Context: an optimization exercise on an open-source flow, tuned for small area and few clock cycles. The choices shown serve that exercise and are no tape-out recipe.
The RTL was checked by simulation tests, not by an equivalence proof against the original design.
Power figures rest on the tool's default switching activity, not on a simulated workload.

<file path="design.v">
module cHa (input logic a, input logic b, output logic s, output logic c);
  assign s = a ^ b;
  assign c = a & b;
endmodule
module cAoi21 (input logic a1, input logic a2, input logic b1, output logic y);
  assign y = ~((a1 & a2) | b1);
endmodule
module cOai21 (input logic a1, input logic a2, input logic b1, output logic y);
  assign y = ~((a1 | a2) & b1);
endmodule
module cNand2 (input logic a, input logic b, output logic y);
  assign y = ~(a & b);
endmodule
module cNor2 (input logic a, input logic b, output logic y);
  assign y = ~(a | b);
endmodule
module cInv (input logic a, output logic y);
  assign y = ~a;
endmodule
module cXor2 (input logic a, input logic b, output logic y);
  assign y = a ^ b;
endmodule
module cXnor2 (input logic a, input logic b, output logic y);
  assign y = ~(a ^ b);
endmodule
module addBK32 (
    input  logic [31:0] a,
    input  logic [31:0] b,
    input  logic        cin,
    output logic [31:0] s,
    output logic        cout,
    output logic [31:0] p,
    output logic [31:0] g
);
  logic x32, n34, G36, G38, P40, G42, P44, G46, P48, G50, P52, G54, P56, G58, P60, G62, P64, G66, P68, G70, P72, G74, P76, G78, P80, G82, P84, G86, P88, G90, P92, G94, P96, G98, G100, P102, G104, P106, G108, P110, G112, P114, G116, P118, G120, P122, G124, P126, G128, G130, P132, G134, P136, G138, P140, G142, G144, P146, G148, n150, G152, n154, G156, G158, G160, n162, G164, G166, G168, G170, G172, n174, G176, G178, n180, G182, G184, G186, G188, G190, n192, G194, G196, G198, G200, n202, G204, G206, G208, G210, n212, G214, G216;
  cHa u0(.a(a[0]), .b(b[0]), .s(p[0]), .c(g[0]));
  cHa u1(.a(a[1]), .b(b[1]), .s(p[1]), .c(g[1]));
  cHa u2(.a(a[2]), .b(b[2]), .s(p[2]), .c(g[2]));
  cHa u3(.a(a[3]), .b(b[3]), .s(p[3]), .c(g[3]));
  cHa u4(.a(a[4]), .b(b[4]), .s(p[4]), .c(g[4]));
  cHa u5(.a(a[5]), .b(b[5]), .s(p[5]), .c(g[5]));
  cHa u6(.a(a[6]), .b(b[6]), .s(p[6]), .c(g[6]));
  cHa u7(.a(a[7]), .b(b[7]), .s(p[7]), .c(g[7]));
  cHa u8(.a(a[8]), .b(b[8]), .s(p[8]), .c(g[8]));
  cHa u9(.a(a[9]), .b(b[9]), .s(p[9]), .c(g[9]));
  cHa u10(.a(a[10]), .b(b[10]), .s(p[10]), .c(g[10]));
  cHa u11(.a(a[11]), .b(b[11]), .s(p[11]), .c(g[11]));
  cHa u12(.a(a[12]), .b(b[12]), .s(p[12]), .c(g[12]));
  cHa u13(.a(a[13]), .b(b[13]), .s(p[13]), .c(g[13]));
  cHa u14(.a(a[14]), .b(b[14]), .s(p[14]), .c(g[14]));
  cHa u15(.a(a[15]), .b(b[15]), .s(p[15]), .c(g[15]));
  cHa u16(.a(a[16]), .b(b[16]), .s(p[16]), .c(g[16]));
  cHa u17(.a(a[17]), .b(b[17]), .s(p[17]), .c(g[17]));
  cHa u18(.a(a[18]), .b(b[18]), .s(p[18]), .c(g[18]));
  cHa u19(.a(a[19]), .b(b[19]), .s(p[19]), .c(g[19]));
  cHa u20(.a(a[20]), .b(b[20]), .s(p[20]), .c(g[20]));
  cHa u21(.a(a[21]), .b(b[21]), .s(p[21]), .c(g[21]));
  cHa u22(.a(a[22]), .b(b[22]), .s(p[22]), .c(g[22]));
  cHa u23(.a(a[23]), .b(b[23]), .s(p[23]), .c(g[23]));
  cHa u24(.a(a[24]), .b(b[24]), .s(p[24]), .c(g[24]));
  cHa u25(.a(a[25]), .b(b[25]), .s(p[25]), .c(g[25]));
  cHa u26(.a(a[26]), .b(b[26]), .s(p[26]), .c(g[26]));
  cHa u27(.a(a[27]), .b(b[27]), .s(p[27]), .c(g[27]));
  cHa u28(.a(a[28]), .b(b[28]), .s(p[28]), .c(g[28]));
  cHa u29(.a(a[29]), .b(b[29]), .s(p[29]), .c(g[29]));
  cHa u30(.a(a[30]), .b(b[30]), .s(p[30]), .c(g[30]));
  cHa u31(.a(a[31]), .b(b[31]), .s(p[31]), .c(g[31]));
  cAoi21 u33(.a1(p[0]), .a2(cin), .b1(g[0]), .y(x32));
  cInv u35(.a(x32), .y(n34));
  cAoi21 u37(.a1(p[1]), .a2(n34), .b1(g[1]), .y(G36));
  cAoi21 u39(.a1(p[3]), .a2(g[2]), .b1(g[3]), .y(G38));
  cNand2 u41(.a(p[3]), .b(p[2]), .y(P40));
  cAoi21 u43(.a1(p[5]), .a2(g[4]), .b1(g[5]), .y(G42));
  cNand2 u45(.a(p[5]), .b(p[4]), .y(P44));
  cAoi21 u47(.a1(p[7]), .a2(g[6]), .b1(g[7]), .y(G46));
  cNand2 u49(.a(p[7]), .b(p[6]), .y(P48));
  cAoi21 u51(.a1(p[9]), .a2(g[8]), .b1(g[9]), .y(G50));
  cNand2 u53(.a(p[9]), .b(p[8]), .y(P52));
  cAoi21 u55(.a1(p[11]), .a2(g[10]), .b1(g[11]), .y(G54));
  cNand2 u57(.a(p[11]), .b(p[10]), .y(P56));
  cAoi21 u59(.a1(p[13]), .a2(g[12]), .b1(g[13]), .y(G58));
  cNand2 u61(.a(p[13]), .b(p[12]), .y(P60));
  cAoi21 u63(.a1(p[15]), .a2(g[14]), .b1(g[15]), .y(G62));
  cNand2 u65(.a(p[15]), .b(p[14]), .y(P64));
  cAoi21 u67(.a1(p[17]), .a2(g[16]), .b1(g[17]), .y(G66));
  cNand2 u69(.a(p[17]), .b(p[16]), .y(P68));
  cAoi21 u71(.a1(p[19]), .a2(g[18]), .b1(g[19]), .y(G70));
  cNand2 u73(.a(p[19]), .b(p[18]), .y(P72));
  cAoi21 u75(.a1(p[21]), .a2(g[20]), .b1(g[21]), .y(G74));
  cNand2 u77(.a(p[21]), .b(p[20]), .y(P76));
  cAoi21 u79(.a1(p[23]), .a2(g[22]), .b1(g[23]), .y(G78));
  cNand2 u81(.a(p[23]), .b(p[22]), .y(P80));
  cAoi21 u83(.a1(p[25]), .a2(g[24]), .b1(g[25]), .y(G82));
  cNand2 u85(.a(p[25]), .b(p[24]), .y(P84));
  cAoi21 u87(.a1(p[27]), .a2(g[26]), .b1(g[27]), .y(G86));
  cNand2 u89(.a(p[27]), .b(p[26]), .y(P88));
  cAoi21 u91(.a1(p[29]), .a2(g[28]), .b1(g[29]), .y(G90));
  cNand2 u93(.a(p[29]), .b(p[28]), .y(P92));
  cAoi21 u95(.a1(p[31]), .a2(g[30]), .b1(g[31]), .y(G94));
  cNand2 u97(.a(p[31]), .b(p[30]), .y(P96));
  cOai21 u99(.a1(P40), .a2(G36), .b1(G38), .y(G98));
  cOai21 u101(.a1(P48), .a2(G42), .b1(G46), .y(G100));
  cNor2 u103(.a(P48), .b(P44), .y(P102));
  cOai21 u105(.a1(P56), .a2(G50), .b1(G54), .y(G104));
  cNor2 u107(.a(P56), .b(P52), .y(P106));
  cOai21 u109(.a1(P64), .a2(G58), .b1(G62), .y(G108));
  cNor2 u111(.a(P64), .b(P60), .y(P110));
  cOai21 u113(.a1(P72), .a2(G66), .b1(G70), .y(G112));
  cNor2 u115(.a(P72), .b(P68), .y(P114));
  cOai21 u117(.a1(P80), .a2(G74), .b1(G78), .y(G116));
  cNor2 u119(.a(P80), .b(P76), .y(P118));
  cOai21 u121(.a1(P88), .a2(G82), .b1(G86), .y(G120));
  cNor2 u123(.a(P88), .b(P84), .y(P122));
  cOai21 u125(.a1(P96), .a2(G90), .b1(G94), .y(G124));
  cNor2 u127(.a(P96), .b(P92), .y(P126));
  cAoi21 u129(.a1(P102), .a2(G98), .b1(G100), .y(G128));
  cAoi21 u131(.a1(P110), .a2(G104), .b1(G108), .y(G130));
  cNand2 u133(.a(P110), .b(P106), .y(P132));
  cAoi21 u135(.a1(P118), .a2(G112), .b1(G116), .y(G134));
  cNand2 u137(.a(P118), .b(P114), .y(P136));
  cAoi21 u139(.a1(P126), .a2(G120), .b1(G124), .y(G138));
  cNand2 u141(.a(P126), .b(P122), .y(P140));
  cOai21 u143(.a1(P132), .a2(G128), .b1(G130), .y(G142));
  cOai21 u145(.a1(P140), .a2(G134), .b1(G138), .y(G144));
  cNor2 u147(.a(P140), .b(P136), .y(P146));
  cAoi21 u149(.a1(P146), .a2(G142), .b1(G144), .y(G148));
  cInv u151(.a(G142), .y(n150));
  cOai21 u153(.a1(P136), .a2(n150), .b1(G134), .y(G152));
  cInv u155(.a(G128), .y(n154));
  cAoi21 u157(.a1(P106), .a2(n154), .b1(G104), .y(G156));
  cAoi21 u159(.a1(P114), .a2(G142), .b1(G112), .y(G158));
  cAoi21 u161(.a1(P122), .a2(G152), .b1(G120), .y(G160));
  cInv u163(.a(G98), .y(n162));
  cOai21 u165(.a1(P44), .a2(n162), .b1(G42), .y(G164));
  cOai21 u167(.a1(P52), .a2(G128), .b1(G50), .y(G166));
  cOai21 u169(.a1(P60), .a2(G156), .b1(G58), .y(G168));
  cOai21 u171(.a1(P68), .a2(n150), .b1(G66), .y(G170));
  cOai21 u173(.a1(P76), .a2(G158), .b1(G74), .y(G172));
  cInv u175(.a(G152), .y(n174));
  cOai21 u177(.a1(P84), .a2(n174), .b1(G82), .y(G176));
  cOai21 u179(.a1(P92), .a2(G160), .b1(G90), .y(G178));
  cInv u181(.a(G36), .y(n180));
  cAoi21 u183(.a1(p[2]), .a2(n180), .b1(g[2]), .y(G182));
  cAoi21 u185(.a1(p[4]), .a2(G98), .b1(g[4]), .y(G184));
  cAoi21 u187(.a1(p[6]), .a2(G164), .b1(g[6]), .y(G186));
  cAoi21 u189(.a1(p[8]), .a2(n154), .b1(g[8]), .y(G188));
  cAoi21 u191(.a1(p[10]), .a2(G166), .b1(g[10]), .y(G190));
  cInv u193(.a(G156), .y(n192));
  cAoi21 u195(.a1(p[12]), .a2(n192), .b1(g[12]), .y(G194));
  cAoi21 u197(.a1(p[14]), .a2(G168), .b1(g[14]), .y(G196));
  cAoi21 u199(.a1(p[16]), .a2(G142), .b1(g[16]), .y(G198));
  cAoi21 u201(.a1(p[18]), .a2(G170), .b1(g[18]), .y(G200));
  cInv u203(.a(G158), .y(n202));
  cAoi21 u205(.a1(p[20]), .a2(n202), .b1(g[20]), .y(G204));
  cAoi21 u207(.a1(p[22]), .a2(G172), .b1(g[22]), .y(G206));
  cAoi21 u209(.a1(p[24]), .a2(G152), .b1(g[24]), .y(G208));
  cAoi21 u211(.a1(p[26]), .a2(G176), .b1(g[26]), .y(G210));
  cInv u213(.a(G160), .y(n212));
  cAoi21 u215(.a1(p[28]), .a2(n212), .b1(g[28]), .y(G214));
  cAoi21 u217(.a1(p[30]), .a2(G178), .b1(g[30]), .y(G216));
  cXor2 u218(.a(p[0]), .b(cin), .y(s[0]));
  cXnor2 u219(.a(p[1]), .b(x32), .y(s[1]));
  cXnor2 u220(.a(p[2]), .b(G36), .y(s[2]));
  cXnor2 u221(.a(p[3]), .b(G182), .y(s[3]));
  cXor2 u222(.a(p[4]), .b(G98), .y(s[4]));
  cXnor2 u223(.a(p[5]), .b(G184), .y(s[5]));
  cXor2 u224(.a(p[6]), .b(G164), .y(s[6]));
  cXnor2 u225(.a(p[7]), .b(G186), .y(s[7]));
  cXnor2 u226(.a(p[8]), .b(G128), .y(s[8]));
  cXnor2 u227(.a(p[9]), .b(G188), .y(s[9]));
  cXor2 u228(.a(p[10]), .b(G166), .y(s[10]));
  cXnor2 u229(.a(p[11]), .b(G190), .y(s[11]));
  cXnor2 u230(.a(p[12]), .b(G156), .y(s[12]));
  cXnor2 u231(.a(p[13]), .b(G194), .y(s[13]));
  cXor2 u232(.a(p[14]), .b(G168), .y(s[14]));
  cXnor2 u233(.a(p[15]), .b(G196), .y(s[15]));
  cXor2 u234(.a(p[16]), .b(G142), .y(s[16]));
  cXnor2 u235(.a(p[17]), .b(G198), .y(s[17]));
  cXor2 u236(.a(p[18]), .b(G170), .y(s[18]));
  cXnor2 u237(.a(p[19]), .b(G200), .y(s[19]));
  cXnor2 u238(.a(p[20]), .b(G158), .y(s[20]));
  cXnor2 u239(.a(p[21]), .b(G204), .y(s[21]));
  cXor2 u240(.a(p[22]), .b(G172), .y(s[22]));
  cXnor2 u241(.a(p[23]), .b(G206), .y(s[23]));
  cXor2 u242(.a(p[24]), .b(G152), .y(s[24]));
  cXnor2 u243(.a(p[25]), .b(G208), .y(s[25]));
  cXor2 u244(.a(p[26]), .b(G176), .y(s[26]));
  cXnor2 u245(.a(p[27]), .b(G210), .y(s[27]));
  cXnor2 u246(.a(p[28]), .b(G160), .y(s[28]));
  cXnor2 u247(.a(p[29]), .b(G214), .y(s[29]));
  cXor2 u248(.a(p[30]), .b(G178), .y(s[30]));
  cXnor2 u249(.a(p[31]), .b(G216), .y(s[31]));
  cInv u250(.a(G148), .y(cout));
endmodule
module addBK30 (
    input  logic [29:0] a,
    input  logic [29:0] b,
    output logic [29:0] s,
    output logic        cout,
    output logic [29:0] p,
    output logic [29:0] g
);
  logic G30, G32, P34, G36, P38, G40, P42, G44, P46, G48, P50, G52, P54, G56, P58, G60, P62, G64, P66, G68, P70, G72, P74, G76, P78, G80, P82, G84, P86, G88, G90, P92, G94, P96, G98, P100, G102, P104, G106, P108, G110, P112, G114, G116, P118, G120, P122, G124, n126, G128, n130, G132, G134, G136, n138, G140, G142, G144, G146, G148, n150, G152, G154, n156, G158, G160, G162, G164, G166, n168, G170, G172, G174, G176, n178, G180, G182, G184, G186, n188, G190;
  cHa u0(.a(a[0]), .b(b[0]), .s(p[0]), .c(g[0]));
  cHa u1(.a(a[1]), .b(b[1]), .s(p[1]), .c(g[1]));
  cHa u2(.a(a[2]), .b(b[2]), .s(p[2]), .c(g[2]));
  cHa u3(.a(a[3]), .b(b[3]), .s(p[3]), .c(g[3]));
  cHa u4(.a(a[4]), .b(b[4]), .s(p[4]), .c(g[4]));
  cHa u5(.a(a[5]), .b(b[5]), .s(p[5]), .c(g[5]));
  cHa u6(.a(a[6]), .b(b[6]), .s(p[6]), .c(g[6]));
  cHa u7(.a(a[7]), .b(b[7]), .s(p[7]), .c(g[7]));
  cHa u8(.a(a[8]), .b(b[8]), .s(p[8]), .c(g[8]));
  cHa u9(.a(a[9]), .b(b[9]), .s(p[9]), .c(g[9]));
  cHa u10(.a(a[10]), .b(b[10]), .s(p[10]), .c(g[10]));
  cHa u11(.a(a[11]), .b(b[11]), .s(p[11]), .c(g[11]));
  cHa u12(.a(a[12]), .b(b[12]), .s(p[12]), .c(g[12]));
  cHa u13(.a(a[13]), .b(b[13]), .s(p[13]), .c(g[13]));
  cHa u14(.a(a[14]), .b(b[14]), .s(p[14]), .c(g[14]));
  cHa u15(.a(a[15]), .b(b[15]), .s(p[15]), .c(g[15]));
  cHa u16(.a(a[16]), .b(b[16]), .s(p[16]), .c(g[16]));
  cHa u17(.a(a[17]), .b(b[17]), .s(p[17]), .c(g[17]));
  cHa u18(.a(a[18]), .b(b[18]), .s(p[18]), .c(g[18]));
  cHa u19(.a(a[19]), .b(b[19]), .s(p[19]), .c(g[19]));
  cHa u20(.a(a[20]), .b(b[20]), .s(p[20]), .c(g[20]));
  cHa u21(.a(a[21]), .b(b[21]), .s(p[21]), .c(g[21]));
  cHa u22(.a(a[22]), .b(b[22]), .s(p[22]), .c(g[22]));
  cHa u23(.a(a[23]), .b(b[23]), .s(p[23]), .c(g[23]));
  cHa u24(.a(a[24]), .b(b[24]), .s(p[24]), .c(g[24]));
  cHa u25(.a(a[25]), .b(b[25]), .s(p[25]), .c(g[25]));
  cHa u26(.a(a[26]), .b(b[26]), .s(p[26]), .c(g[26]));
  cHa u27(.a(a[27]), .b(b[27]), .s(p[27]), .c(g[27]));
  cHa u28(.a(a[28]), .b(b[28]), .s(p[28]), .c(g[28]));
  cHa u29(.a(a[29]), .b(b[29]), .s(p[29]), .c(g[29]));
  cAoi21 u31(.a1(p[1]), .a2(g[0]), .b1(g[1]), .y(G30));
  cAoi21 u33(.a1(p[3]), .a2(g[2]), .b1(g[3]), .y(G32));
  cNand2 u35(.a(p[3]), .b(p[2]), .y(P34));
  cAoi21 u37(.a1(p[5]), .a2(g[4]), .b1(g[5]), .y(G36));
  cNand2 u39(.a(p[5]), .b(p[4]), .y(P38));
  cAoi21 u41(.a1(p[7]), .a2(g[6]), .b1(g[7]), .y(G40));
  cNand2 u43(.a(p[7]), .b(p[6]), .y(P42));
  cAoi21 u45(.a1(p[9]), .a2(g[8]), .b1(g[9]), .y(G44));
  cNand2 u47(.a(p[9]), .b(p[8]), .y(P46));
  cAoi21 u49(.a1(p[11]), .a2(g[10]), .b1(g[11]), .y(G48));
  cNand2 u51(.a(p[11]), .b(p[10]), .y(P50));
  cAoi21 u53(.a1(p[13]), .a2(g[12]), .b1(g[13]), .y(G52));
  cNand2 u55(.a(p[13]), .b(p[12]), .y(P54));
  cAoi21 u57(.a1(p[15]), .a2(g[14]), .b1(g[15]), .y(G56));
  cNand2 u59(.a(p[15]), .b(p[14]), .y(P58));
  cAoi21 u61(.a1(p[17]), .a2(g[16]), .b1(g[17]), .y(G60));
  cNand2 u63(.a(p[17]), .b(p[16]), .y(P62));
  cAoi21 u65(.a1(p[19]), .a2(g[18]), .b1(g[19]), .y(G64));
  cNand2 u67(.a(p[19]), .b(p[18]), .y(P66));
  cAoi21 u69(.a1(p[21]), .a2(g[20]), .b1(g[21]), .y(G68));
  cNand2 u71(.a(p[21]), .b(p[20]), .y(P70));
  cAoi21 u73(.a1(p[23]), .a2(g[22]), .b1(g[23]), .y(G72));
  cNand2 u75(.a(p[23]), .b(p[22]), .y(P74));
  cAoi21 u77(.a1(p[25]), .a2(g[24]), .b1(g[25]), .y(G76));
  cNand2 u79(.a(p[25]), .b(p[24]), .y(P78));
  cAoi21 u81(.a1(p[27]), .a2(g[26]), .b1(g[27]), .y(G80));
  cNand2 u83(.a(p[27]), .b(p[26]), .y(P82));
  cAoi21 u85(.a1(p[29]), .a2(g[28]), .b1(g[29]), .y(G84));
  cNand2 u87(.a(p[29]), .b(p[28]), .y(P86));
  cOai21 u89(.a1(P34), .a2(G30), .b1(G32), .y(G88));
  cOai21 u91(.a1(P42), .a2(G36), .b1(G40), .y(G90));
  cNor2 u93(.a(P42), .b(P38), .y(P92));
  cOai21 u95(.a1(P50), .a2(G44), .b1(G48), .y(G94));
  cNor2 u97(.a(P50), .b(P46), .y(P96));
  cOai21 u99(.a1(P58), .a2(G52), .b1(G56), .y(G98));
  cNor2 u101(.a(P58), .b(P54), .y(P100));
  cOai21 u103(.a1(P66), .a2(G60), .b1(G64), .y(G102));
  cNor2 u105(.a(P66), .b(P62), .y(P104));
  cOai21 u107(.a1(P74), .a2(G68), .b1(G72), .y(G106));
  cNor2 u109(.a(P74), .b(P70), .y(P108));
  cOai21 u111(.a1(P82), .a2(G76), .b1(G80), .y(G110));
  cNor2 u113(.a(P82), .b(P78), .y(P112));
  cAoi21 u115(.a1(P92), .a2(G88), .b1(G90), .y(G114));
  cAoi21 u117(.a1(P100), .a2(G94), .b1(G98), .y(G116));
  cNand2 u119(.a(P100), .b(P96), .y(P118));
  cAoi21 u121(.a1(P108), .a2(G102), .b1(G106), .y(G120));
  cNand2 u123(.a(P108), .b(P104), .y(P122));
  cOai21 u125(.a1(P118), .a2(G114), .b1(G116), .y(G124));
  cInv u127(.a(G124), .y(n126));
  cOai21 u129(.a1(P122), .a2(n126), .b1(G120), .y(G128));
  cInv u131(.a(G114), .y(n130));
  cAoi21 u133(.a1(P96), .a2(n130), .b1(G94), .y(G132));
  cAoi21 u135(.a1(P104), .a2(G124), .b1(G102), .y(G134));
  cAoi21 u137(.a1(P112), .a2(G128), .b1(G110), .y(G136));
  cInv u139(.a(G88), .y(n138));
  cOai21 u141(.a1(P38), .a2(n138), .b1(G36), .y(G140));
  cOai21 u143(.a1(P46), .a2(G114), .b1(G44), .y(G142));
  cOai21 u145(.a1(P54), .a2(G132), .b1(G52), .y(G144));
  cOai21 u147(.a1(P62), .a2(n126), .b1(G60), .y(G146));
  cOai21 u149(.a1(P70), .a2(G134), .b1(G68), .y(G148));
  cInv u151(.a(G128), .y(n150));
  cOai21 u153(.a1(P78), .a2(n150), .b1(G76), .y(G152));
  cOai21 u155(.a1(P86), .a2(G136), .b1(G84), .y(G154));
  cInv u157(.a(G30), .y(n156));
  cAoi21 u159(.a1(p[2]), .a2(n156), .b1(g[2]), .y(G158));
  cAoi21 u161(.a1(p[4]), .a2(G88), .b1(g[4]), .y(G160));
  cAoi21 u163(.a1(p[6]), .a2(G140), .b1(g[6]), .y(G162));
  cAoi21 u165(.a1(p[8]), .a2(n130), .b1(g[8]), .y(G164));
  cAoi21 u167(.a1(p[10]), .a2(G142), .b1(g[10]), .y(G166));
  cInv u169(.a(G132), .y(n168));
  cAoi21 u171(.a1(p[12]), .a2(n168), .b1(g[12]), .y(G170));
  cAoi21 u173(.a1(p[14]), .a2(G144), .b1(g[14]), .y(G172));
  cAoi21 u175(.a1(p[16]), .a2(G124), .b1(g[16]), .y(G174));
  cAoi21 u177(.a1(p[18]), .a2(G146), .b1(g[18]), .y(G176));
  cInv u179(.a(G134), .y(n178));
  cAoi21 u181(.a1(p[20]), .a2(n178), .b1(g[20]), .y(G180));
  cAoi21 u183(.a1(p[22]), .a2(G148), .b1(g[22]), .y(G182));
  cAoi21 u185(.a1(p[24]), .a2(G128), .b1(g[24]), .y(G184));
  cAoi21 u187(.a1(p[26]), .a2(G152), .b1(g[26]), .y(G186));
  cInv u189(.a(G136), .y(n188));
  cAoi21 u191(.a1(p[28]), .a2(n188), .b1(g[28]), .y(G190));
  assign s[0] = p[0];
  cXor2 u192(.a(p[1]), .b(g[0]), .y(s[1]));
  cXnor2 u193(.a(p[2]), .b(G30), .y(s[2]));
  cXnor2 u194(.a(p[3]), .b(G158), .y(s[3]));
  cXor2 u195(.a(p[4]), .b(G88), .y(s[4]));
  cXnor2 u196(.a(p[5]), .b(G160), .y(s[5]));
  cXor2 u197(.a(p[6]), .b(G140), .y(s[6]));
  cXnor2 u198(.a(p[7]), .b(G162), .y(s[7]));
  cXnor2 u199(.a(p[8]), .b(G114), .y(s[8]));
  cXnor2 u200(.a(p[9]), .b(G164), .y(s[9]));
  cXor2 u201(.a(p[10]), .b(G142), .y(s[10]));
  cXnor2 u202(.a(p[11]), .b(G166), .y(s[11]));
  cXnor2 u203(.a(p[12]), .b(G132), .y(s[12]));
  cXnor2 u204(.a(p[13]), .b(G170), .y(s[13]));
  cXor2 u205(.a(p[14]), .b(G144), .y(s[14]));
  cXnor2 u206(.a(p[15]), .b(G172), .y(s[15]));
  cXor2 u207(.a(p[16]), .b(G124), .y(s[16]));
  cXnor2 u208(.a(p[17]), .b(G174), .y(s[17]));
  cXor2 u209(.a(p[18]), .b(G146), .y(s[18]));
  cXnor2 u210(.a(p[19]), .b(G176), .y(s[19]));
  cXnor2 u211(.a(p[20]), .b(G134), .y(s[20]));
  cXnor2 u212(.a(p[21]), .b(G180), .y(s[21]));
  cXor2 u213(.a(p[22]), .b(G148), .y(s[22]));
  cXnor2 u214(.a(p[23]), .b(G182), .y(s[23]));
  cXor2 u215(.a(p[24]), .b(G128), .y(s[24]));
  cXnor2 u216(.a(p[25]), .b(G184), .y(s[25]));
  cXor2 u217(.a(p[26]), .b(G152), .y(s[26]));
  cXnor2 u218(.a(p[27]), .b(G186), .y(s[27]));
  cXnor2 u219(.a(p[28]), .b(G136), .y(s[28]));
  cXnor2 u220(.a(p[29]), .b(G190), .y(s[29]));
  assign cout = G154;
endmodule
module inc30 (
    input  logic [29:0] a,
    output logic [29:0] s
);
  logic [30:0] c;
  assign c[0] = 1'b1;
  genvar i;
  generate
    for (i = 0; i < 30; i++) begin : g_ha
      assign s[i] = a[i] ^ c[i];
      assign c[i+1] = a[i] & c[i];
    end
  endgenerate
endmodule
module rfBit (
    input  logic clk,
    input  logic we,
    input  logic wen,
    input  logic d,
    output logic q
);
  always_ff @(posedge clk) q <= (we & d) | (wen & q);
endmodule
module rfAoi3 (
    input  logic [2:0] sel,
    input  logic [2:0] data,
    output logic       outN
);
  assign outN = ~|(sel & data);
endmodule
module aoList #(parameter int N = 4) (
    input  logic [N-1:0] sel,
    input  logic [N-1:0] data,
    output logic         out
);
  localparam int G = (N + 2) / 3;
  logic [G-1:0] n;
  genvar i;
  generate
    for (i = 0; i < N / 3; i++) begin : g_aoi
      rfAoi3 a(.sel(sel[3*i +: 3]), .data(data[3*i +: 3]), .outN(n[i]));
    end
    if (N % 3 == 1) begin : g_one
      assign n[G-1] = ~(sel[N-1] & data[N-1]);
    end else if (N % 3 == 2) begin : g_two
      assign n[G-1] = ~((sel[N-1] & data[N-1]) | (sel[N-2] & data[N-2]));
    end
  endgenerate
  assign out = ~&n;
endmodule
module rfRead (
    input  logic [30:0] sel,
    input  logic [30:0] data,
    output logic        out
);
  logic [10:0] n;
  genvar g;
  generate
    for (g = 0; g < 10; g++) begin : g_aoi
      rfAoi3 a(.sel(sel[3*g +: 3]), .data(data[3*g +: 3]), .outN(n[g]));
    end
  endgenerate
  assign n[10] = ~(sel[30] & data[30]);
  assign out = ~&n;
endmodule
module RegUnit (
    input  logic        clk,
    input  logic        rst,
    input  logic        we,
    input  logic [4:0]  wrAddr,
    input  logic [4:0]  rdAddr1,
    input  logic [4:0]  rdAddr2,
    input  logic [31:0] wrData,
    output logic [31:0] rdData1,
    output logic [31:0] rdData2
);
  logic [30:0] q [0:31];      
  logic [31:1] wsel, sel1, sel2;
  logic [31:0] d;
  assign d = rst ? 32'b0 : wrData;
  genvar r, b;
  generate
    for (r = 1; r < 32; r++) begin : g_reg
      assign wsel[r] = rst || (we && (wrAddr == r));
      assign sel1[r] = (rdAddr1 == r);
      assign sel2[r] = (rdAddr2 == r);
      for (b = 0; b < 32; b++) begin : g_bit
        rfBit bc(.clk(clk), .we(wsel[r]), .wen(~wsel[r]), .d(d[b]), .q(q[b][r-1]));
      end
    end
    for (b = 0; b < 32; b++) begin : g_rd
      rfRead rd1(.sel(sel1), .data(q[b]), .out(rdData1[b]));
      rfRead rd2(.sel(sel2), .data(q[b]), .out(rdData2[b]));
    end
  endgenerate
endmodule
module mux2i (
    input  logic a,
    input  logic b,
    input  logic s,
    output logic y
);
    assign y = ~(s ? b : a);
endmodule
module shifter (
    input  logic [31:0] a,
    input  logic [4:0]  s,
    input  logic        left,
    input  logic        arith,
    output logic [31:0] y
);
    logic [31:0] x [0:5];
    logic f;
    assign f = arith & a[31];
    genvar k, i;
    generate
        for (i = 0; i < 32; i++) begin : g_rev
            mux2i m(.a(a[i]), .b(a[31 - i]), .s(left), .y(x[0][i]));
        end
        for (k = 0; k < 5; k++) begin : g_lvl
            for (i = 0; i < 32; i++) begin : g_bit
                if (i + (1 << k) < 32) begin : g_in
                    mux2i m(.a(x[k][i]), .b(x[k][i + (1 << k)]), .s(s[k]), .y(x[k+1][i]));
                end else begin : g_fill
                    mux2i m(.a(x[k][i]), .b((k % 2 == 0) ? ~f : f), .s(s[k]), .y(x[k+1][i]));
                end
            end
        end
    endgenerate
    assign y = x[5];
endmodule
module procMonoc(
    input logic clk,
    input logic rst,
    output logic [31:0] imem_addr,
    input logic [31:0] imem_rdata,
    output logic [31:0] dmem_addr,
    output logic [1:0] dmem_size,
    output logic dmem_we,
    output logic [31:0] dmem_wdata,
    input logic [31:0] dmem_rdata
);
    logic [31:0] inst;
    assign inst = imem_rdata;
    logic [31:2] pc;
    assign imem_addr = {pc, 2'b00};
    logic i6, i5, i4, i3, i2;
    assign {i6, i5, i4, i3, i2} = inst[6:2];
    logic [2:0] f3;
    assign f3 = inst[14:12];
    logic isStore, isBranch, isJal, isJalr, isJump, isLoad, isLui, isAuipc, isAlu, isOp, rfWe, useRs2;
    assign isStore  = ~i6 & i5 & ~i4;
    assign isBranch = i6 & ~i2;
    assign isJal    = i6 & i3;
    assign isJalr   = i6 & i2 & ~i3;
    assign isJump   = i6 & i2;
    assign isLoad   = ~i6 & ~i5 & ~i4;
    assign isLui    = i5 & i4 & i2;
    assign isAuipc  = ~i5 & i4 & i2;
    assign isAlu    = i4 & ~i2;
    assign isOp     = i5 & i4 & ~i2;
    assign rfWe     = ~(i5 & ~i4 & ~i2);
    assign useRs2   = i5 & ~i2 & (i4 | i6);
    logic [31:0] rs1, rs2, wd;
    RegUnit RU(.clk(clk), .rst(rst), .we(rfWe), .wrAddr(inst[11:7]),
               .rdAddr1(inst[19:15]), .rdAddr2(inst[24:20]), .wrData(wd),
               .rdData1(rs1), .rdData2(rs2));
    logic [31:0] immIS, immT;
    assign immIS = {{21{inst[31]}}, inst[30:25], isStore ? inst[11:7] : inst[24:20]};
    always_comb begin
        if (isAuipc)      immT = {inst[31:12], 12'b0};
        else if (isJal)   immT = {{12{inst[31]}}, inst[19:12], inst[20], inst[30:21], 1'b0};
        else              immT = {{20{inst[31]}}, inst[7], inst[30:25], inst[11:8], 1'b0};
    end
    logic [31:2] tgt, pcInc;
    logic [29:0] tgtP, tgtG;
    logic tgtCout;
    addBK30 tgtAdd(.a(pc), .b(immT[31:2]), .s(tgt), .cout(tgtCout), .p(tgtP), .g(tgtG));
    inc30 pcAdd(.a(pc), .s(pcInc));
    logic [31:0] b, bx, sum, p, g;
    logic sub, cout, lt, ltu, eq;
    assign b   = useRs2 ? rs2 : immIS;
    assign sub = isBranch | (isAlu & ~f3[2] & f3[1]) | (isOp & (f3 == 3'b000) & inst[30]);
    assign bx  = b ^ {32{sub}};
    addBK32 aluAdd(.a(rs1), .b(bx), .cin(sub), .s(sum), .cout(cout), .p(p), .g(g));
    assign ltu = ~cout;
    assign lt  = (rs1[31] ^ b[31]) ? rs1[31] : sum[31];
    assign eq  = &p;
    logic [31:0] shOut;
    shifter SH(.a(rs1), .s(b[4:0]), .left(~f3[2]), .arith(inst[30]), .y(shOut));
    logic sgn;
    assign sgn = ~f3[2] & (f3[0] ? dmem_rdata[15] : dmem_rdata[7]);
    logic selSum, selSl, selSr, selLt, selLtu, selP, selG, selInc, selTgt, selLui;
    logic selLdB, selLdH, selLdW, selSgnH, selSgnW;
    assign selSum  = isAlu & (f3 == 3'b000);
    assign selSl   = isAlu & (f3 == 3'b001);
    assign selSr   = isAlu & (f3 == 3'b101);
    assign selLt   = isAlu & (f3 == 3'b010);
    assign selLtu  = isAlu & (f3 == 3'b011);
    assign selP    = isAlu & f3[2] & ~f3[0];            
    assign selG    = isAlu & f3[2] & f3[1];             
    assign selInc  = isJump;
    assign selTgt  = isAuipc;
    assign selLui  = isLui;
    assign selLdB  = isLoad;                            
    assign selLdH  = isLoad & (f3[1] | f3[0]);          
    assign selLdW  = isLoad & f3[1];                    
    assign selSgnH = isLoad & ~(f3[1] | f3[0]);
    assign selSgnW = isLoad & ~f3[1];
    genvar k;
    generate
        for (k = 0; k < 32; k++) begin : g_wb
            if (k == 0) begin : g_b0
                aoList #(8) m(
                    .sel ({selSum, selSr, selSl, selP, selG, selLdB, selLt, selLtu}),
                    .data({sum[k], shOut[k], shOut[31-k], p[k], g[k], dmem_rdata[k], lt, ltu}),
                    .out (wd[k]));
            end else if (k == 1) begin : g_b1
                aoList #(6) m(
                    .sel ({selSum, selSr, selSl, selP, selG, selLdB}),
                    .data({sum[k], shOut[k], shOut[31-k], p[k], g[k], dmem_rdata[k]}),
                    .out (wd[k]));
            end else if (k < 8) begin : g_lo
                aoList #(8) m(
                    .sel ({selSum, selSr, selSl, selP, selG, selLdB, selInc, selTgt}),
                    .data({sum[k], shOut[k], shOut[31-k], p[k], g[k], dmem_rdata[k], pcInc[k], tgt[k]}),
                    .out (wd[k]));
            end else if (k < 12) begin : g_mid
                aoList #(9) m(
                    .sel ({selSum, selSr, selSl, selP, selG, selLdH, selSgnH, selInc, selTgt}),
                    .data({sum[k], shOut[k], shOut[31-k], p[k], g[k], dmem_rdata[k], sgn, pcInc[k], tgt[k]}),
                    .out (wd[k]));
            end else begin : g_hi
                aoList #(10) m(
                    .sel ({selSum, selSr, selSl, selP, selG, (k < 16) ? selLdH : selLdW,
                           (k < 16) ? selSgnH : selSgnW, selInc, selTgt, selLui}),
                    .data({sum[k], shOut[k], shOut[31-k], p[k], g[k], dmem_rdata[k], sgn,
                           pcInc[k], tgt[k], inst[k]}),
                    .out (wd[k]));
            end
        end
    endgenerate
    logic cond, taken;
    assign cond  = f3[0] ^ (f3[2] ? (f3[1] ? ltu : lt) : eq);
    assign taken = (isBranch & cond) | isJal;
    logic [2:0] pcSel;
    logic [31:2] npcN;
    assign pcSel[0] = ~rst & isJalr;
    assign pcSel[1] = ~rst & ~isJalr & taken;
    assign pcSel[2] = ~rst & ~isJalr & ~taken;
    generate
        for (k = 2; k < 32; k++) begin : g_npc
            rfAoi3 m(.sel(pcSel), .data({pcInc[k], tgt[k], sum[k]}), .outN(npcN[k]));
        end
    endgenerate
    always_ff @(posedge clk) pc <= ~npcN;
    assign dmem_addr  = sum;
    assign dmem_size  = f3[1:0];
    assign dmem_we    = isStore;
    assign dmem_wdata = rs2;
endmodule
</file>
<file path="flow/run.sh">
#!/bin/bash
set -euo pipefail
export BUFFER_PORTS_ARGS="-buffer_cell sky130_fd_sc_hd__buf_1"
export CTS_ARGS="-sink_clustering_enable -repair_clock_nets -dont_use_dummy_load -sink_clustering_size 20 -sink_clustering_max_diameter 100"
bash standard.sh > standard.log 2>&1
</file>
<file path="standard.sh">
#!/bin/bash
# synth_recipe.tcl (not shown) runs the flow's synth.tcl, then flattens the netlist and writes it again
# the make line also repeats each setting of config.mk as NAME=value (left out here)
make -C /OpenROAD-flow-scripts/flow DESIGN_CONFIG=/design/flow/config.mk WORK_HOME=/design/flow/orfs CLKGATE_MAP_FILE= SYNTH_SCRIPT=/design/flow/synth_recipe.tcl "${@:-finish}"
</file>
<file path="config.mk">
export PLATFORM = sky130hd
export DESIGN_NAME = procMonoc
export DESIGN_NICKNAME = procMonoc
export VERILOG_FILES = /design/flow/design.v
export SDC_FILE = /design/flow/constraint.sdc
export NUM_CORES = 4
export LEC_CHECK = 0
export CAP_MARGIN = 10
export CORE_MARGIN = 2
export CORE_UTILIZATION = 50
export PLACE_DENSITY = 0.65
export SETUP_SLACK_MARGIN = 0.2
export SLEW_MARGIN = 10
export SYNTH_HIERARCHICAL = 1
</file>
<file path="constraint.sdc">
create_clock -name core_clock -period 12.0 [get_ports {clk}]
set_input_delay 2.4000 -clock core_clock [delete_from_list [all_inputs] [get_ports {clk}]]
set_output_delay 2.4000 -clock core_clock [all_outputs]
set_load 0.01 [all_outputs]
</file>
==> results of run 1 <==
==> layout by cell type, fill, tap and decap left out, drive strengths merged, types with 4 or more instances in the layout <==
cell,count
a2111o,64
a21o,43
a21oi,138
a222oi,758
a22o,992
a22oi,7
and2,5
buf,358
clkbuf,58
dfxtp,1022
ha,90
inv,54
mux2i,200
nand2,147
nand2b,9
nand3,14
nand3b,4
nand4,154
nor2,75
nor2b,44
nor3,24
o21ai,45
o22ai,5
or3,7
or3b,4
xnor2,45
xor2,49
==> per-layer routing <==
layer  track usage (%)  vias up  wire, µm
li1                  -    19131         -
met4              31.6        0     18300
met5                 0        -         0
met1              57.1    22617     80200
met2              59.7     4169     86200
met3              17.3      801     36800
==> per-stage QoR <==
stage,area [µm²],power [mW],worst slack [ns]
after floorplan,46300,5.59,0.286
after global placement,50500,6.45,1.25
after detailed placement,50500,6.49,1.25
after CTS,51900,8.42,1.22
after global routing,51900,8.78,0.878
final,52000,8.55,0.892
==> worst max-delay path, stage by stage <==
cell      delay, ns
buf_1          0.40
nand2b_1       0.61
nor3_2         0.09
buf_4          0.35
a222oi_1       0.45
nand4_1        0.37
a2111o_1       0.56
o22ai_1        0.27
a21oi_4        0.12
xnor2_1        0.19
ha_1           0.40
a21oi_2        0.25
o21ai_1        0.11
buf_4          0.17
a21oi_2        0.27
o21ai_1        0.12
buf_4          0.17
inv_1          0.09
o21ai_1        0.08
buf_4          0.17
a21oi_2        0.20
o21ai_1        0.16
xor2_1         0.49
buf_1          0.21
==> final cells by class <==
class	instances	area (µm²)	share of cell area (%)
inverter	54	203	0.390
timing repair buffer	359	2100	4.04
multi-input combinational	2950	26300	50.6
antenna	2	5.00	0.00963
tap	1186	1480	2.86
sequential	1022	20500	39.4
clock buffer	57	1430	2.75
==> state kept, by name, summed over array words and instances, names as in the netlist <==
register / cells
RU.g.g_bit.bc.q: 992
pc: 30
==> worst paths after layout <==
path	end	slack, ns	cells past startpoint	startpoint
setup / recovery	dmem_addr[30]	0.89	24	imem_rdata[23]
hold / removal	RU.g_reg[11].g_bit[6].bc.q	0.50	1	RU.g_reg[11].g_bit[6].bc.q
setup reg to reg	RU.g_reg[28].g_bit[30].bc.q	4.57	32	pc[2]
hold reg to reg	RU.g_reg[11].g_bit[6].bc.q	0.50	1	RU.g_reg[11].g_bit[6].bc.q
==> power by group through the flow <==
stage               logic [mW]  registers [mW]  clock network [mW]
floorplan                 1.36            4.23                   0
global placement          2.15            4.30                   0
detailed placement        2.18            4.31                   0
CTS                       2.18            4.24                2.00
global route              2.36            4.32                2.11
finish                    2.28            4.27                2.01
==> flow_summary.yaml, run 1 <==
outcome:
  status: "timing/DRC/antenna clean"
timing:
  hold_viol_final: 0
  fin_crit_ns: 11.11
  setup_tns_ns: 0
  final_max_slew_viol_count: 0
  tightest_slew_ns: 1.34
  rsz0062_at_grt: "false"
  max_freq_mhz: 90.0
  relSlewSlack_pct: 10.6
  finalSetupViolCount: 0
  skew_ns: 0.0713
  hold_slack_ns: 0.503
  fin_crit_sh_pct: 92.6
power_and_ir_drop:
  peakVddDrop_uv: 130
  swShare_pct: 35.3
  leakage_nw: 20.3
  seqPwrFrac_pct: 49.9
  power.internal_mw: 5.53
  power_density_nw_per_um2: 165
  pwr-share-comb_pct: 26.7
  pwr-share-clk_pct: 23.4
  p_sw_mw: 3.02
flow_run:
  max_cap_viol_count: 0
clock_tree:
  clk_pin_slew_ns: 0.08
  cts_resized: 0
  cts_setup_buffers: 0
  root_buffer: "clkbuf_16"
  hold_buffers: 0
  clk_latency_ns: 0.72
  cts_sinks: 1022
  cts_tree: "yes"
  clock_path_buffers: 3
  numCtsBuffers: 57
  ctsHtreeMaxLevel: 2
logic_synthesis:
  yosysWarnings: 12
  avgSynthCellArea_um2: 11.3
  synth_area_um2: 46300
  synthCells: 4079
cells_and_area:
  syn_to_final_growth_pct: 12.3
  n_fill_cell: 7981
  layout.nets: 4600
  stdcell_count: 5630
  drive_gt1_share_pct: 11.1
  utilization_pct: 56.7
worst_setup_path:
  worstSetupStartpointType: "input port"
  crit_path_max_fanout: 32
  worstSetupPathType: "input port to output pin"
  worstPathArrival_ns: 8.71
  cp.required_ns: 9.60
  setup.worst_path.end_class: "output pin"
floorplanning:
  die_width_um: 308
  start_util_pct: 50.5
  placementRows: 111
  dieArea_um2: 95000
  core_area_um2: 91700
  ios: 165
  die_h_um: 308
detailed_routing:
  first_pass_iters: 14
  drc: 0
  vias: 46718
  ant_nets: 0
  via_per_inst: 8.30
  drt_iter0_markers: 10765
  routed_wl_um: 221000
  post_drt_wl_per_cell_um: 39.3
grt:
  grt_max_degree: 61
  grt_pass1_wl_um: 309000
  grt_usage_pct: 44.3
  grt_pass1_vias: 43224
  overflow: 0
  antenna_found_initial: 3
placement:
  dp_hpwl_um: 143000
  place.gp.congestion: 1.05
  dp_cells: 5571
  portBuffers: 160
worst_hold_path:
  hold_class: "register to register"
Testbench counts, summed over its fixed seeds: cycles 43,719.
==> run 2: changes to the inputs <==
==> flow/run.sh (replaced) <==
#!/bin/bash
set -euo pipefail
export BUFFER_PORTS_ARGS="-buffer_cell sky130_fd_sc_hd__buf_1"
export CTS_ARGS="-sink_clustering_enable -repair_clock_nets -dont_use_dummy_load"
bash standard.sh > standard.log 2>&1
==> run 2 against run 1 <==
Still clean on timing, DRC and antenna. Global-route usage increased by 0.35 points. Register-to-register slack barely moved. Worst hold slack got worse by 0.0084 ns. Critical path type unchanged. Critical endpoint unchanged.
==> flow_summary.yaml, run 2 <==
floorplanning:
  dieArea_um2: 95000
  ios: 165
  start_util_pct: 50.5
  die_h_um: 308
  placementRows: 111
  core_area_um2: 91700
  die_width_um: 308
timing:
  skew_ns: 0.0910
  final_max_slew_viol_count: 0
  rsz0062_at_grt: "false"
  finalSetupViolCount: 0
  setup_tns_ns: 0
  max_freq_mhz: 90.2
  hold_viol_final: 0
  fin_crit_sh_pct: 92.4
  relSlewSlack_pct: 12.1
  tightest_slew_ns: 1.32
  fin_crit_ns: 11.08
grt:
  grt_max_degree: 61
  grt_pass1_vias: 43675
  met3_usage_pct: 17.5
  grt_usage_pct: 44.6
  overflow: 0
  grtUsageMet2_pct: 59.9
  grt-busiest-layer: "met2"
  antenna_found_initial: 7
  met1_usage_pct: 57.7
  grt_pass1_wl_um: 311000
clock_tree:
  clk_latency_ns: 0.73
  cts_sinks: 1022
  numCtsBuffers: 106
  hold_buffers: 0
  cts_tree: "yes"
  clock_path_buffers: 3
  clk_pin_slew_ns: 0.05
  root_buffer: "clkbuf_16"
  ctsHtreeMaxLevel: 3
  cts_setup_buffers: 0
  cts_resized: 0
worst_setup_path:
  crit_family: "compound AO/OA/AOI/OAI gates"
  crit_path_max_fanout: 32
  worstSetupStartpointType: "input port"
  crit_slowest_cell: "nand2b_1"
  cp.required_ns: 9.60
  path_buf_inv: 7
  worstSetupPathType: "input port to output pin"
  critical_path_depth: 24
  reg2reg_depth: 32
  cpPeakStageDelay_ns: 0.62
  worstPathArrival_ns: 8.68
  setup.worst_path.end_class: "output pin"
  crit_chain: "buf_1 -> nand2b_1 -> nor3_2 -> buf_4 -> a222oi_1 -> nand4_1 -> a2111o_1 -> o22ai_1 -> a21oi_4 -> xnor2_1 -> ha_1 -> a21oi_2 -> o21ai_1 -> buf_4 -> a21oi_2 -> o21ai_1 -> buf_4 -> inv_1 -> o21ai_1 -> buf_4 -> a21oi_2 -> o21ai_1 -> xor2_1 -> buf_1"
cells_and_area:
  layout_common_cells: "dfxtp_1 (1022), a22o_1 (992), a222oi_1 (758)"
  layout.nets: 4649
  drive_gt1_share_pct: 12.0
  utilization_pct: 58.0
  largest_reg_flops: 992
  syn_to_final_growth_pct: 14.9
  reg_top3: "RU.g.g_bit.bc.q x992, pc x30"
  n_fill_cell: 7864
  final_common_cell: "dfxtp_1"
  largest_register: "RU.g.g_bit.bc.q"
power_and_ir_drop:
  peakVddDrop_uv: 112
  power_density_nw_per_um2: 177
  leakage_nw: 20.9
worst_hold_path:
  holdPathStages: 1
  hold_class: "register to register"
logic_synthesis:
  avgSynthCellArea_um2: 11.3
  synthCells: 4079
  synth_area_um2: 46300
  yosysWarnings: 12
outcome:
  status: "timing/DRC/antenna clean"
detailed_routing:
  first_pass_iters: 17
  post_drt_wl_per_cell_um: 39.2
  drt_iter0_markers: 10846
  drc: 0
  ant_nets: 0
  via_per_inst: 8.27
  routed_wl_um: 223000
  vias: 46953
placement:
  portBuffers: 160
  place.gp.congestion: 1.05
  dp_hpwl_um: 143000
flow_run:
  max_cap_viol_count: 0
-- run 2: changes by cell type in the layout (fill, tap and decap cells not counted), sizes merged --
cell | previous run | this run
diode | 2 | 3
clkbuf | 58 | 107
-- run 2: final timing paths --
path	startpoint	end	slack, ns
setup reg to reg	pc[2]	RU.g_reg[10].g_bit[30].bc.q	4.57
setup / recovery	imem_rdata[23]	dmem_addr[30]	0.92
hold reg to reg	RU.g_reg[25].g_bit[7].bc.q	RU.g_reg[25].g_bit[7].bc.q	0.49
hold / removal	RU.g_reg[25].g_bit[7].bc.q	RU.g_reg[25].g_bit[7].bc.q	0.49
-- run 2: area by class of cell --
type | count | area, µm² | share of cell area, %
timing repair buffer | 359 | 2100 | 3.95
tap | 1186 | 1480 | 2.79
antenna | 3 | 7.51 | 0.0141
clock buffer | 106 | 2650 | 4.99
sequential | 1022 | 20500 | 38.5
inverter | 54 | 203 | 0.381
multi-input combinational | 2950 | 26300 | 49.4
-- run 2: per-stage QoR --
stage | power (mW) | area (µm²) | std cells | worst slack, ns | hold slack [ns]
floorplan | 5.59 | 46300 | 4080 | 0.286 | 0.460
global placement | 6.45 | 50500 | 5571 | 1.25 | 0.473
detailed placement | 6.49 | 50500 | 5571 | 1.25 | 0.477
CTS | 9.27 | 53200 | 5677 | 1.22 | 0.494
global route | 9.64 | 53200 | 5678 | 0.838 | 0.504
finish | 9.40 | 53200 | 5680 | 0.915 | 0.494
-- run 2: routing by layer --
layer / routed length [µm] / share of wire (%)
met5: 79 / 0.036
met4: 18800 / 8.5
met3: 36500 / 16
met2: 86100 / 39
met1: 81000 / 36
-- run 2: power breakdown --
group          leakage (nW)  internal [mW]  switching [mW]
Clock                  1.31           1.54            1.31
Sequential             8.37           3.88           0.390
Combinational          11.2          0.814            1.47
-- run 2: worst register-to-register path: cells and delay by family (launching register included) --
| family | cells | cell delay (ns) |
|---|---|---|
| DFF | 1 | 0.35 |
| adders and majority gates | 28 | 5.42 |
| AOI/OAI and AO/OA | 2 | 0.46 |
| and+or+nand+nor | 2 | 1.15 |
==> run 3: changes to the inputs <==
==> flow/run.sh (replaced) <==
#!/bin/bash
set -euo pipefail
export BUFFER_PORTS_ARGS="-buffer_cell sky130_fd_sc_hd__buf_1"
export CTS_ARGS="-sink_clustering_enable -repair_clock_nets -dont_use_dummy_load -sink_clustering_size 20 -sink_clustering_max_diameter 100"
bash standard.sh > standard.log 2>&1
--- a/config.mk
+++ b/config.mk
@@ -7,8 +7,8 @@
 export LEC_CHECK = 0
 export CAP_MARGIN = 10
 export CORE_MARGIN = 2
-export CORE_UTILIZATION = 50
-export PLACE_DENSITY = 0.65
-export SETUP_SLACK_MARGIN = 0.2
+export CORE_UTILIZATION = 60
+export PLACE_DENSITY = 0.72
+export SETUP_SLACK_MARGIN = 0.1
 export SLEW_MARGIN = 10
 export SYNTH_HIERARCHICAL = 1
==> run 3 against run 2 <==
Still clean on timing, DRC and antenna. Critical path depth is the same. Worst setup slack lost 0.39 ns. Utilization grew 9.9 points. Wire length grew 0.81%. Sequential power is essentially flat. Register-to-register slack lost 0.55 ns. Final cell count shrank 3.6%. Power shrank 8.6%. Non-clock buffer count shrank 5. Flip-flop and latch count is the same. Worst hold slack gained 0.0047 ns. Critical path type unchanged. Largest cell class unchanged.
==> flow_summary.yaml, run 3 <==
worst_setup_path:
  crit_path_max_fanout: 32
  worstPathArrival_ns: 9.07
  cpPeakStageDelay_ns: 0.54
  rrSetupSlack_ns: 4.02
  cp.required_ns: 9.60
  crit_slowest_cell: "nand4_1"
  crit_chain: "buf_1 -> buf_4 -> or3b_1 -> nor3_2 -> buf_4 -> a222oi_1 -> nand4_1 -> a2111o_1 -> o22ai_1 -> a21oi_4 -> xnor2_1 -> ha_1 -> a21oi_2 -> inv_1 -> a21oi_2 -> o21ai_1 -> a21oi_2 -> o21ai_1 -> inv_1 -> o21ai_1 -> a21oi_2 -> o21ai_1 -> xor2_1 -> buf_1"
  r2r-end: "RU.g_reg[20].g_bit[31].bc.q"
  reg2reg_depth: 34
  setup.worst_path.end_class: "output pin"
  r2r_start: "pc[2]"
  worstSetupStartpointType: "input port"
  worstSetupPathType: "input port to output pin"
timing:
  worst_slack_ns: 0.529
  hold_slack_ns: 0.499
  hold_viol_final: 0
  finalSetupViolCount: 0
  skew_ns: 0.147
  fin_crit_ns: 11.47
  relSlewSlack_pct: 12.1
  fin_crit_sh_pct: 95.6
  tightest_slew_ns: 1.32
  max_freq_mhz: 87.2
  rsz0062_at_grt: "false"
  final_max_slew_viol_count: 0
  setup_tns_ns: 0
worst_hold_path:
  holdPathStages: 1
  min_from: "RU.g_reg[23].g_bit[31].bc.q"
  whs_endpoint: "RU.g_reg[23].g_bit[31].bc.q"
  hold_class: "register to register"
logic_synthesis:
  avgSynthCellArea_um2: 11.3
  synthCells: 4079
  synth_area_um2: 46300
  yosysWarnings: 12
grt:
  grt_pass1_vias: 44670
  grt_usage_pct: 54.0
  grt_pass1_wl_um: 314000
  overflow: 0
  grt_max_degree: 44
  antenna_found_initial: 9
floorplanning:
  core_area_um2: 76200
  placementRows: 101
  die_width_um: 282
  dieArea_um2: 79300
  ios: 165
  start_util_pct: 60.7
  die_h_um: 282
cells_and_area:
  stdcell_count: 5473
  n_fill_cell: 6138
  final_common_cell: "dfxtp_1"
  drive_gt1_share_pct: 10.9
  utilization_pct: 67.9
  largest_reg_flops: 992
  layout_common_cells: "dfxtp_1 (1022), a22o_1 (992), a222oi_1 (758)"
  largest_register: "RU.g.g_bit.bc.q"
  reg_top3: "RU.g.g_bit.bc.q x992, pc x30"
  final_area_um2: 51800
  layout.nets: 4596
  syn_to_final_growth_pct: 11.9
clock_tree:
  cts_tree: "yes"
  ctsHtreeMaxLevel: 2
  numCtsBuffers: 58
  cts_sinks: 1022
  clk_latency_ns: 0.72
  clock_path_buffers: 3
  root_buffer: "clkbuf_16"
  cts_resized: 0
  clk_pin_slew_ns: 0.08
  hold_buffers: 0
  cts_setup_buffers: 0
power_and_ir_drop:
  leakage_nw: 20.3
  power.total_mw: 8.59
  power_density_nw_per_um2: 166
  peakVddDrop_uv: 142
detailed_routing:
  first_pass_iters: 15
  drc: 0
  via_per_inst: 8.75
  routed_wl_um: 224000
  post_drt_wl_per_cell_um: 41.0
  vias: 47885
  drt_iter0_markers: 12696
  ant_nets: 0
placement:
  portBuffers: 160
  dp_cells: 5409
  place.gp.congestion: 1.08
  dp_slack_ns: 1.13
  dp_hpwl_um: 144000
  placed_area_um2: 50300
flow_run:
  max_cap_viol_count: 0
outcome:
  status: "timing/DRC/antenna clean"
-- run 3: power by group --
part	leakage [nW]	switching (mW)	internal (mW)
clock network	0.715	1.15	0.853
registers	8.37	0.396	3.88
logic	11.2	1.51	0.809
-- run 3: cell type report --
type                            instances  area [µm²]  share of cell area, %
Multi-Input combinational cell       2950       26300                   50.7
Sequential cell                      1022       20500                   39.5
Timing Repair Buffer                  354        2090                   4.04
Clock buffer                           58        1450                   2.80
Tap cell                             1030        1290                   2.49
Inverter                               54         203                  0.392
Antenna cell                            5        12.5                 0.0242
-- run 3: per-layer routing --
layer	vias to the layer above	share of wire, %	GRT usage (%)
met2	4771	39	74.8
met4	10	10	40.3
li1	19112	-	-
met1	22649	33	65.0
met5	-	0.050	0
met3	1343	18	25.1
-- run 3: critical path, delay by kind of cell --
kind / cells / cell delay, ns
adder cells (fa/ha/maj): 1 / 0.40
AO/OA/AOI/OAI: 12 / 3.29
AND/OR/NAND/NOR: 3 / 1.01
buffers and inverters: 6 / 1.34
XOR/XNOR: 2 / 0.61
-- run 3: worst max path at each step --
stage                         end  slack, ns           start
global placement    dmem_addr[31]       1.23  imem_rdata[24]
CTS                 dmem_addr[31]       1.12  imem_rdata[24]
detailed placement  dmem_addr[31]       1.13  imem_rdata[24]
global route        dmem_addr[31]       0.51  imem_rdata[20]
finish              dmem_addr[30]       0.53  imem_rdata[20]
floorplan           dmem_addr[31]       0.29  imem_rdata[22]

[separate check: timing with driven ports]
How much do the figures lean on ideal ports? The routed layouts below were timed once more, with nothing changed but the port constraints.
Step 1 (the two cells are an assumption about what drives the block):
set clk [get_ports {clk}]
set_driving_cell -lib_cell sky130_fd_sc_hd__clkbuf_16 $clk
set_driving_cell -lib_cell sky130_fd_sc_hd__buf_2 [delete_from_list [all_inputs] $clk]
Step 2 adds t to the input delays and takes it off the output delays; t is the mean of the earliest and latest rising clock arrival at the registers after step 1. Input paths then give back, and output paths get back, about the clock's delay inside the block.
a / b / c = no drivers / after step 1 / after step 2; a / b = the first two.
| run | t (ns) | slack for setup (ns) | cell pins on the clock port's net |
|---|---|---|---|
| run 1 | 0.756 | 0.892 / 0.854 / 0.854 | 1 |
| run 2 | 0.762 | 0.915 / 0.877 / 0.877 | 1 |
| run 3 | 0.719 | 0.529 / 0.507 / 0.507 | 1 |
After both steps setup and hold are still met in every run listed.
